From an optimization exercise on the open Yosys and OpenROAD flow, aimed at small area and a short achievable clock period; shortcuts taken in it are not production practice. Where RTL was checked, it was by simulation tests only, not by an equivalence proof against the original.

run 1:
==> flow/design.v <==
module hd_calcu_4m(input [15:0] a,
                   output [4:0] hd
                  );
  wire c0, s0, c1, s1, c2, s2, c3, s3, c4, s4, c5, s5, c6, s6, c7, s7, c8, s8, c9, s9, c10, s10, c11, s11, c12, s12, c13, s13, c14, s14;
  ham_fa f0 (a[0], a[10], a[11], c0, s0);
  ham_fa f1 (a[12], a[13], a[14], c1, s1);
  ham_fa f2 (a[15], a[1], a[2], c2, s2);
  ham_fa f3 (a[3], a[4], a[5], c3, s3);
  ham_fa f4 (a[6], a[7], a[8], c4, s4);
  ham_fa f5 (a[9], s0, s1, c5, s5);
  ham_ha h6 (s2, s3, c6, s6);
  ham_fa f7 (s4, s6, s5, c7, s7);
  ham_fa f8 (c0, c1, c2, c8, s8);
  ham_fa f9 (c3, c4, c6, c9, s9);
  ham_ha h10 (c5, s8, c10, s10);
  ham_fa f11 (s9, s10, c7, c11, s11);
  ham_fa f12 (c8, c10, c9, c12, s12);
  ham_ha h13 (s12, c11, c13, s13);
  ham_ha h14 (c12, c13, c14, s14);
  assign hd[0] = s7;
  assign hd[1] = s11;
  assign hd[2] = s13;
  assign hd[3] = s14;
  assign hd[4] = c14;
endmodule
module ham_fa(input a, input b, input c, output co, output s);
  assign s  = a ^ b ^ c;
  assign co = (a & b) | (a & c) | (b & c);
endmodule
module ham_ha(input a, input b, output co, output s);
  assign s  = a ^ b;
  assign co = a & b;
endmodule
module ham(data_in, data_out, clk, resetn);
input [31:0] data_in;
input clk, resetn;
output reg [33:0] data_out;
wire p1 = data_out[1];
wire p0 = data_out[0];
wire [15:0] va, vb, vn;
genvar k;
generate
  for (k = 0; k < 16; k = k + 1) begin : pr
    ham_pair pp(data_in[2*k+1], data_in[2*k], data_out[2*k+3], data_out[2*k+2],
                va[k], vb[k], vn[k]);
  end
endgenerate
wire [4:0] A, B, N;
hd_calcu_4m ca(va, A);
hd_calcu_4m cb(vb, B);
hd_calcu_4m cn(vn, N);
function cout5;
  input [4:0] u, v;
  input c;
  reg cy;
  integer j;
  begin
    cy = c;
    for (j = 0; j < 5; j = j + 1)
      cy = (u[j] & v[j]) | (u[j] & cy) | (v[j] & cy);
    cout5 = cy;
  end
endfunction
wire [4:0] a8n = ~{A[4] | A[3], ~A[3], A[2:0]};
wire [4:0] rs, rc;
genvar m;
generate
  for (m = 0; m < 5; m = m + 1) begin : rw
    ham_fa f(B[m], a8n[m], N[m], rc[m], rs[m]);
  end
endgenerate
wire ie = A[4] | (A[3] & (~p1 | A[2] | A[1] | A[0]));
wire io = B[4] | (B[3] & (~(p1 & p0) | B[2] | B[1] | B[0])) |
          (~p1 & ~p0 & B[2] & B[1] & B[0]);
wire se = N[4] | (N[3] & (p0 | ~p1 | N[2] | N[1] | N[0])) |
          (p0 & ~p1 & N[2] & N[1] & N[0]);
wire so = rc[4] | cout5(rs, {rc[3:0], 1'b0}, ~p1);
wire is = cout5(A, ~N, ~p0);
wire eo = cout5(B, ~A, ~p0);
wire sel_i = ie & io & is;
wire sel_s = ~is & se & so;
wire sel_s1, sel_s0;
ham_sel ss1(is, se, so, sel_s1);
ham_sel ss0(is, se, so, sel_s0);
wire sel_e = ~ie & ~se & eo;
wire c1 = ~sel_i & ~sel_s;
wire c0 = ~sel_i & ~sel_e;
wire inv1 = ~sel_e;           
wire inv0 = sel_i | sel_e;    
wire [33:0] nxt;
assign nxt[1:0] = {c1, c0};
generate
  for (k = 0; k < 16; k = k + 1) begin : ob
    ham_obit o1(sel_s1, data_in[2*k],   data_in[2*k+1], inv1, nxt[2*k+3]);
    ham_obit o0(sel_s0, data_in[2*k+1], data_in[2*k],   inv0, nxt[2*k+2]);
  end
endgenerate
always @(posedge clk, negedge resetn)
begin
  if (!resetn)
    data_out <= 34'd0;
  else
    data_out <= nxt;
end
endmodule
module ham_sel(input is, input se, input so, output s);
  assign s = ~is & se & so;
endmodule
module ham_obit(input s, input u, input v, input inv, output o);
  assign o = s ? u : v ^ inv;
endmodule
module ham_pair(input d1, input d0, input q1, input q0,
                output a, output b, output n);
  wire y;
  ham_xor xa(d1, q1, a);
  ham_xor xb(d0, q0, b);
  ham_xor xy(q1, q0, y);
  ham_mxn mn(y, a, b, n);
endmodule
module ham_xor(input u, input v, output o);
  assign o = u ^ v;
endmodule
module ham_mxn(input s, input u, input v, output o);
  assign o = s ? u : ~v;
endmodule
==> flow/config.mk <==
export PLATFORM = sky130hd
export DESIGN_NAME = ham
export DESIGN_NICKNAME = ham
export VERILOG_FILES = /design/flow/design.v
export SDC_FILE = /design/flow/constraint.sdc
export NUM_CORES = 4
export LEC_CHECK = 0
export CAP_MARGIN = 20
export CORE_MARGIN = 2
export CORE_UTILIZATION = 70
export CTS_BUF_LIST = sky130_fd_sc_hd__clkbuf_8
export SETUP_SLACK_MARGIN = 5
export SLEW_MARGIN = 20
export SYNTH_HIERARCHICAL = 1
export SYNTH_MINIMUM_KEEP_SIZE = 0
==> flow/constraint.sdc <==
create_clock -name core_clock -period 12.5 [get_ports {clk}]
set_input_delay 2.5000 -clock core_clock [delete_from_list [all_inputs] [get_ports {clk}]]
set_output_delay 2.5000 -clock core_clock [all_outputs]
set_load 0.01 [all_outputs]
standard.sh (not shown) runs the stock make flow with config.mk's settings and CLKGATE_MAP_FILE= SYNTH_SCRIPT=/design/flow/synth_recipe.tcl, a recipe that flattens the netlist after the stock synthesis.
==> flow/flow/run.sh <==
#!/bin/bash
set -euo pipefail
export BUFFER_PORTS_ARGS="-buffer_cell sky130_fd_sc_hd__buf_1"
bash standard.sh > standard.log 2>&1
--- input diff run 1..run 2 ---
==> flow/flow/run.sh <==
#!/bin/bash
set -euo pipefail
export BUFFER_PORTS_ARGS="-buffer_cell sky130_fd_sc_hd__buf_1"
bash standard.sh RECOVER_POWER=100 finish > standard.log 2>&1
diff --git a/flow/config.mk b/flow/config.mk
--- a/flow/config.mk
+++ b/flow/config.mk
@@ -10 +10 @@
-export CORE_UTILIZATION = 70
+export CORE_UTILIZATION = 60
### Flow results
Filler cell count in the final layout went up by more than a quarter going from run 1 to run 2.
Run 2 against run 1: overall die height went up by 5.6 um; number of clock buffers in the layout now larger; number of enable-type register cells in the synthesized netlist flat; met1 routed wirelength after detailed routing grew by about 7%; number of gates given a new drive strength after cts now smaller.
Although it ran to completion, run 2 produced a layout that fails the final checks because of capacitance limit, slew limit.
Diff run 1 -> run 2: slack of the critical path moved down, core utilization moved down.
[inputs] run 3 vs run 2
==> flow/flow/run.sh <==
#!/bin/bash
set -euo pipefail
export BUFFER_PORTS_ARGS="-buffer_cell sky130_fd_sc_hd__buf_1"
export CTS_ARGS="-sink_clustering_enable -repair_clock_nets -root_buf sky130_fd_sc_hd__clkbuf_8 -buf_list sky130_fd_sc_hd__clkbuf_4 -dont_use_dummy_load"
bash standard.sh > standard.log 2>&1
[summary]
Run 3 has completed all stages; timing, DRC and antenna checks passed.
Finished, but not clean: run 2, with capacitance limit, slew limit.
Run 3: global-route usage 0.35 points below run 2
Of run 3 and run 2, run 3 shows the higher area added between synthesis and finish, with run 2 below it.
Of run 3 and run 2, the higher core utilization belongs to run 3.
Measured against each other, run 3 and run 2 differ in met2 capacity usage during global routing, the lower figure coming from run 3.
Worst hold path depth: run 3 vs run 2 identical
Number of global-route vias before repair was higher in the run labelled run 2.
Relative to run 2, the final routed wirelength across all metal layers of run 3 is lower by 1.5%.
## Diff of input files: run 4 against run 3
==> flow/flow/run.sh <==
#!/bin/bash
set -euo pipefail
export BUFFER_PORTS_ARGS="-buffer_cell sky130_fd_sc_hd__buf_1"
export CTS_ARGS="-sink_clustering_enable -repair_clock_nets -buf_list sky130_fd_sc_hd__clkbuf_8 -dont_use_dummy_load -sink_clustering_size 40 -sink_clustering_max_diameter 300"
bash standard.sh > standard.log 2>&1
Findings:
From run 3 to run 4, post-synthesis cell area did not move at all. From run 3 to run 4 the numbers moved as follows: total length of routed wires flat; number of nets with antenna violations after detailed routing flat.
Input-level comparison between run 5 and run 4:
==> flow/flow/run.sh <==
#!/bin/bash
set -euo pipefail
export BUFFER_PORTS_ARGS="-buffer_cell sky130_fd_sc_hd__buf_1"
export CTS_ARGS="-sink_clustering_enable -repair_clock_nets -buf_list sky130_fd_sc_hd__clkbuf_8 -dont_use_dummy_load"
bash standard.sh SETUP_SLACK_MARGIN=6.0 finish > standard.log 2>&1
Findings:
Row sequential share of layout area: run 5 lower / run 4 higher


// ham: RTL as listed in full above, without the edits since
export LEC_CHECK = 0
export CAP_MARGIN = 20
export CORE_MARGIN = 2
export CORE_UTILIZATION = 60
export CTS_BUF_LIST = sky130_fd_sc_hd__clkbuf_8
export SETUP_SLACK_MARGIN = 5
export SLEW_MARGIN = 20
export SYNTH_HIERARCHICAL = 1
export SYNTH_MINIMUM_KEEP_SIZE = 0
create_clock -name core_clock -period 12.5 [get_ports {clk}]
==> flow/flow/run.sh <==
#!/bin/bash
set -euo pipefail
export BUFFER_PORTS_ARGS="-buffer_cell sky130_fd_sc_hd__buf_1"
bash standard.sh > standard.log 2>&1
The baseline finished clean.
Edit:
==> flow/flow/run.sh (replaced) <==
#!/bin/bash
set -euo pipefail
export BUFFER_PORTS_ARGS="-buffer_cell sky130_fd_sc_hd__buf_1"
export CTS_ARGS="-sink_clustering_enable -repair_clock_nets -buf_list sky130_fd_sc_hd__clkbuf_8 -dont_use_dummy_load"
bash standard.sh SETUP_SLACK_MARGIN=5.5 finish > standard.log 2>&1
The new run finished with timing, DRC and antenna clean.
Register-to-register slack gains 0.17 ns.
Count of clock-buffer cells in the layout went down by 1.
Flip-flop and latch count does not change.
Global-route usage went down by 0.44 points.
Setup slack gains 0.27 ns.
Clock skew went up by 0.0071 ns.


Setup of red:
Starts from the design.v that is shown in full above.
clock: 12.5 ns
lec_check: 0
cap_margin: 20
core_margin: 2
core_utilization: 60
cts_buf_list: sky130_fd_sc_hd__clkbuf_8
setup_slack_margin: 4.5
slew_margin: 20
synth_hierarchical: 1
synth_minimum_keep_size: 0
==> flow/flow/run.sh <==
#!/bin/bash
set -euo pipefail
export BUFFER_PORTS_ARGS="-buffer_cell sky130_fd_sc_hd__buf_1"
bash standard.sh > standard.log 2>&1
Relative to red, the following input files were edited for blue:
# red
export LEC_CHECK = 0
export CAP_MARGIN = 20
export CORE_MARGIN = 2
export CORE_UTILIZATION = 60
export CTS_BUF_LIST = sky130_fd_sc_hd__clkbuf_8
export SETUP_SLACK_MARGIN = 4.5
export SLEW_MARGIN = 20
export SYNTH_HIERARCHICAL = 1
export SYNTH_MINIMUM_KEEP_SIZE = 0
create_clock -name core_clock -period 12.5 [get_ports {clk}]
# blue
export LEC_CHECK = 0
export CAP_MARGIN = 20
export CORE_MARGIN = 2
export CORE_UTILIZATION = 60
export CTS_BUF_LIST = sky130_fd_sc_hd__clkbuf_8
export SETUP_SLACK_MARGIN = 5
export SLEW_MARGIN = 20
export SYNTH_HIERARCHICAL = 1
export SYNTH_MINIMUM_KEEP_SIZE = 0
create_clock -name core_clock -period 12.5 [get_ports {clk}]
==> flow/flow/run.sh <==
#!/bin/bash
set -euo pipefail
export BUFFER_PORTS_ARGS="-buffer_cell sky130_fd_sc_hd__buf_1"
export CTS_ARGS="-sink_clustering_enable -repair_clock_nets -buf_list sky130_fd_sc_hd__clkbuf_8 -dont_use_dummy_load"
bash standard.sh > standard.log 2>&1
==> results.txt <==
Diff blue..red | well-tap cell count | unchanged
The utilization of blue falls short of that of red by 0.80 points.
Input-level comparison between green and blue:
# blue
export LEC_CHECK = 0
export CAP_MARGIN = 20
export CORE_MARGIN = 2
export CORE_UTILIZATION = 60
export CTS_BUF_LIST = sky130_fd_sc_hd__clkbuf_8
export SETUP_SLACK_MARGIN = 5
export SLEW_MARGIN = 20
export SYNTH_HIERARCHICAL = 1
export SYNTH_MINIMUM_KEEP_SIZE = 0
create_clock -name core_clock -period 12.5 [get_ports {clk}]
# green
export LEC_CHECK = 0
export CAP_MARGIN = 20
export CORE_MARGIN = 2
export CORE_UTILIZATION = 50
export CTS_BUF_LIST = sky130_fd_sc_hd__clkbuf_8
export SETUP_SLACK_MARGIN = 5
export SLEW_MARGIN = 20
export SYNTH_HIERARCHICAL = 1
export SYNTH_MINIMUM_KEEP_SIZE = 0
create_clock -name core_clock -period 12.5 [get_ports {clk}]
==> flow/flow/run.sh <==
#!/bin/bash
set -euo pipefail
export BUFFER_PORTS_ARGS="-buffer_cell sky130_fd_sc_hd__buf_1"
bash standard.sh > standard.log 2>&1
--- outcome ---
A cell with the largest stage delay on the worst path of fa_1 is what green shows, while nand2_1 belongs to blue. Global-route wire length before repair delta (blue -> green): insignificant. Comparing blue against green, there is no change at all in non-clock buffer count in the final layout. The number of cells after detailed placement reported for green is greater than that of blue by 8.


Setup of v53:
Another version of the RTL of ham (not shown whole).
Size: ~480 cells after synthesis, roughly 34 flip-flops.
Settings: LEC_CHECK=0, CAP_MARGIN=20, CORE_MARGIN=2, CORE_UTILIZATION=40, SETUP_SLACK_MARGIN=3, SLEW_MARGIN=20; clock period 12.5 ns.
run.sh (not shown) runs the stock make flow with config.mk's settings and CLKGATE_MAP_FILE= SYNTH_SCRIPT=/design/flow/synth_recipe.tcl, a recipe that flattens the netlist after the stock synthesis.
Stock flow here: none of the scripts above is used.
The following lists how v49 was set up differently from v53:
diff --git a/flow/config.mk b/flow/config.mk
--- a/flow/config.mk
+++ b/flow/config.mk
@@ -10,3 +10,2 @@
 export CORE_UTILIZATION = 40
-export SETUP_SLACK_MARGIN = 3
 export SLEW_MARGIN = 20
--- outcome ---
Diff v53 -> v49 | average wire per cell in the routed design | down by a few percent. Against v53, design area in v49 fell by a few percent. Diff v53 -> v49: global-route usage down 0.43 points; final critical-path share of the clock period has increased; total routed wirelength fell 4.8%. Delta (v49 minus v53): final critical-path setup slack now sits lower, sequential share of cell area now sits higher.
Modified inputs, v34 compared to v49
diff --git a/flow/config.mk b/flow/config.mk
--- a/flow/config.mk
+++ b/flow/config.mk
@@ -10,2 +10,3 @@
 export CORE_UTILIZATION = 40
+export SETUP_SLACK_MARGIN = 5
 export SLEW_MARGIN = 20
Notes after the runs:
First-pass GRT wire length, v49 and v34: smaller value in v49
Looking at setup fix buffers added after clock tree synthesis, v34 sits above v49.
The number of resized instances in the post-cts repair step of v34 is higher than that of v49.
The highest fanout seen on the critical path of v34 is lower than that of v49.
As far as largest net degree at the start of global routing goes, v49 and v34 are indistinguishable; the numbers are identical.
In the reports for v49 and v34, the smaller multi-input logic area belongs to v49.
Delay of the slowest cell on the worst path: v34 < v49
Note that the detailed-routed wire length on met3 recorded for v49 amounts to 1.11 times the value seen in v34.
Compared with v49, in v34 worst setup slack after layout shows an increase of 1.55 ns; final cell count shows an increase of 34; number of cells on the critical path shows an increase of 29%.
Modified inputs, v6 compared to v34
diff --git a/flow/config.mk b/flow/config.mk
--- a/flow/config.mk
+++ b/flow/config.mk
@@ -7,2 +7,3 @@
 export LEC_CHECK = 0
+export ABC_AREA = 1
 export CAP_MARGIN = 20
@@ -10,3 +11,2 @@
 export CORE_UTILIZATION = 40
-export SETUP_SLACK_MARGIN = 5
 export SLEW_MARGIN = 20
==> comparison <==
Diff v6..v34 | clock skew | negligible. The higher floorplan die area came out of v34. v6: mux share of post-synthesis cell area 13 points below v34. Summary of the comparison: routed wire length is lower in v6, relative to v34.
No run of this note included a check of the RTL's function; only the layout flow was run.


== build 57 ==
Another version of the RTL of ham (not shown whole).
For scale: about 330 cells after synthesis, roughly 34 flip-flops, about 68 I/O pins.
==> flow/config.mk <==
export PLATFORM = sky130hd
export DESIGN_NAME = ham
export DESIGN_NICKNAME = ham
export VERILOG_FILES = /design/flow/design.v
export SDC_FILE = /design/flow/constraint.sdc
export NUM_CORES = 4
export LEC_CHECK = 0
export CAP_MARGIN = 20
export CORE_MARGIN = 2
export CORE_UTILIZATION = 60
export CTS_BUF_LIST = sky130_fd_sc_hd__clkbuf_8
export SETUP_SLACK_MARGIN = 3
export SLEW_MARGIN = 20
export SYNTH_HIERARCHICAL = 1
export SYNTH_MINIMUM_KEEP_SIZE = 0
==> flow/constraint.sdc <==
create_clock -name core_clock -period 12.5 [get_ports {clk}]
set_input_delay 2.5000 -clock core_clock [delete_from_list [all_inputs] [get_ports {clk}]]
set_output_delay 2.5000 -clock core_clock [all_outputs]
set_load 0.01 [all_outputs]
standard.sh (not shown) runs the stock make flow with config.mk's settings and CLKGATE_MAP_FILE= SYNTH_SCRIPT=/design/flow/synth_recipe.tcl, a recipe that flattens the netlist after the stock synthesis.
==> flow/flow/run.sh <==
#!/bin/bash
set -euo pipefail
export BUFFER_PORTS_ARGS="-buffer_cell sky130_fd_sc_hd__buf_1"
bash standard.sh > standard.log 2>&1
Build 57 | stages: all done | timing, DRC, antenna: all pass
Here is what was changed in the inputs of build 47 compared with build 57.
Settings: SETUP_SLACK_MARGIN: 3 -> 5.
==> comparison <==
Build 47 finished end to end and its layout was clean on timing, DRC and antenna. Having completed the whole flow, build 57 delivered a layout that passed the timing, design-rule and antenna checks. Build 47 ends up with a pre-CTS worst setup slack that is 240 ps higher than in build 57. Note that the final area recorded for build 57 amounts to 0.918 times the value seen in build 47. Compared with build 57, in build 47 wire length of the first global-routing pass went up, worst hold-check slack now sits higher, total wirelength of the detailed-routed design picked up an extra 20%. A destination of the critical timing path of data_out[4] is what build 57 shows, while data_out[31] belongs to build 47. Build 47 vs build 57, startpoint of the most critical setup path: data_in[1] vs data_in[30].
diff inputs: build 47 => build 84
Settings: SETUP_SLACK_MARGIN changed from 5 to 4.
[summary]
| latest clock arrival within the worst-skew pair | build 47 vs build 84 | ≈ equal |
Build 84 vs build 47, most frequent standard cell in the layout excluding fill and tap cells: sky130_fd_sc_hd__buf_1 vs sky130_fd_sc_hd__nand2_1
Build 47 has higher worst-case headroom to the max-slew limit than build 84.
Taking build 47 as the reference, in build 84 depth of the worst register-to-register path decreased by 1 relative to the old numbers, total routed wirelength has decreased, fmax has decreased.
For the count of clock-buffer cells in the layout, build 84 came in 1 higher than build 47 did.
Having completed the whole flow, build 84 delivered a layout that passed the timing, design-rule and antenna checks.
| clock buffer and inverter area fraction after layout | build 84 vs build 47 | 0.39 points higher |
Input changes introduced in build 89 (baseline for comparison: build 84):
Settings: GPL_TIMING_DRIVEN newly set to 1; SETUP_SLACK_MARGIN changed from 4 to 4.5.
- Build 84 and build 89 all finish clean.
- Standard cell area after detailed placement of build 84 is on par with build 89.
- Final critical-path required period delta for build 89 relative to build 84: 130 ps lower
- Compared with build 84, in build 89 final weighted congestion in routability-driven placement saw an increase, area overhead of the layout relative to synthesis saw a decrease, cell count saw little to no change.
- Arrival time of the worst setup path: higher on build 84
- Build 89 — worst setup slack 130 ps higher, build 84 as reference
- Re critical path depth: build 89 is 1 down on build 84.
- The overall routed net length of build 89 exceeds that of build 84 by about 2%.
Modified inputs, build 42 compared to build 89
Settings: a change of CORE_UTILIZATION from 60 to 75; a deleted GPL_TIMING_DRIVEN that had been 1; an added PLACE_DENSITY of 0.8.
[summary]
On first-pass GRT wire length, the higher figure sits with build 42, not build 89.
Diff build 89 -> build 42: maximum fanout count along the critical path was more or less identical, detailed-route vias per instance +about 10%.
Compared with build 89, build 42 degrades number of vias after detailed routing.

port drivers added, routing unchanged:
The flow's constraints put no driver on any port. The routed layouts listed below were extracted and timed again, unchanged, in two steps. Step 1 sets driving cells, clkbuf_16 on the clock port and buf_2 on the other inputs (assumed; they add their load-dependent delay and slew). Step 2 also shifts input and output timing later by t, the mid clock arrival at the registers, as if the neighbouring blocks saw the same clock. a / b / c = ideal ports / drivers / drivers and shift; a / b = the first two.
run	t, ns	setup slack, ns	hold WS [ns]	cell pins on the clock port's net
run 1	0.317	5.332 / 5.339 / 5.022	0.866 / 0.866 / 0.866	1
run 2	0.317	5.042 / 5.050 / 4.733	0.891 / 0.891 / 0.891	1
run 3	0.310	5.382 / 5.390 / 5.080	0.907 / 0.907 / 0.907	1
run 4	0.310	5.382 / 5.390 / 5.080	0.907 / 0.907 / 0.907	1
run 5	0.313	5.831 / 5.816 / 5.503	0.910 / 0.910 / 0.910	1
the first run of note 2	0.317	5.382 / 5.390 / 5.074	0.907 / 0.907 / 0.907	1
the second run of note 2	0.317	5.649 / 5.658 / 5.341	0.905 / 0.905 / 0.905	1
red	0.316	5.374 / 5.383 / 5.068	0.881 / 0.881 / 0.881	1
blue	0.310	5.382 / 5.390 / 5.080	0.907 / 0.907 / 0.907	1
green	0.319	5.411 / 5.417 / 5.098	0.954 / 0.954 / 0.954	1
v53	0.316	3.202 / 3.219 / 2.904	1.273 / 1.273 / 1.273	1
v49	0.315	2.222 / 2.238 / 1.923	1.264 / 1.264 / 1.264	1
v34	0.321	3.772 / 3.774 / 3.453	1.419 / 1.419 / 1.419	1
v6	0.318	2.107 / 2.121 / 1.803	1.095 / 1.095 / 1.095	1
build 57	0.320	4.761 / 4.763 / 4.444	0.914 / 0.914 / 0.914	1
build 47	0.316	5.160 / 5.158 / 4.842	0.935 / 0.935 / 0.935	1
build 84	0.319	4.743 / 4.748 / 4.429	0.873 / 0.873 / 0.873	1
build 89	0.318	4.873 / 4.881 / 4.563	0.899 / 0.899 / 0.899	1
build 42	0.317	4.754 / 4.757 / 4.440	0.905 / 0.905 / 0.905	1
For run 5, which loses most, drivers alone change the setup slack by -0.015 ns; drivers and shift together by -0.328 ns.
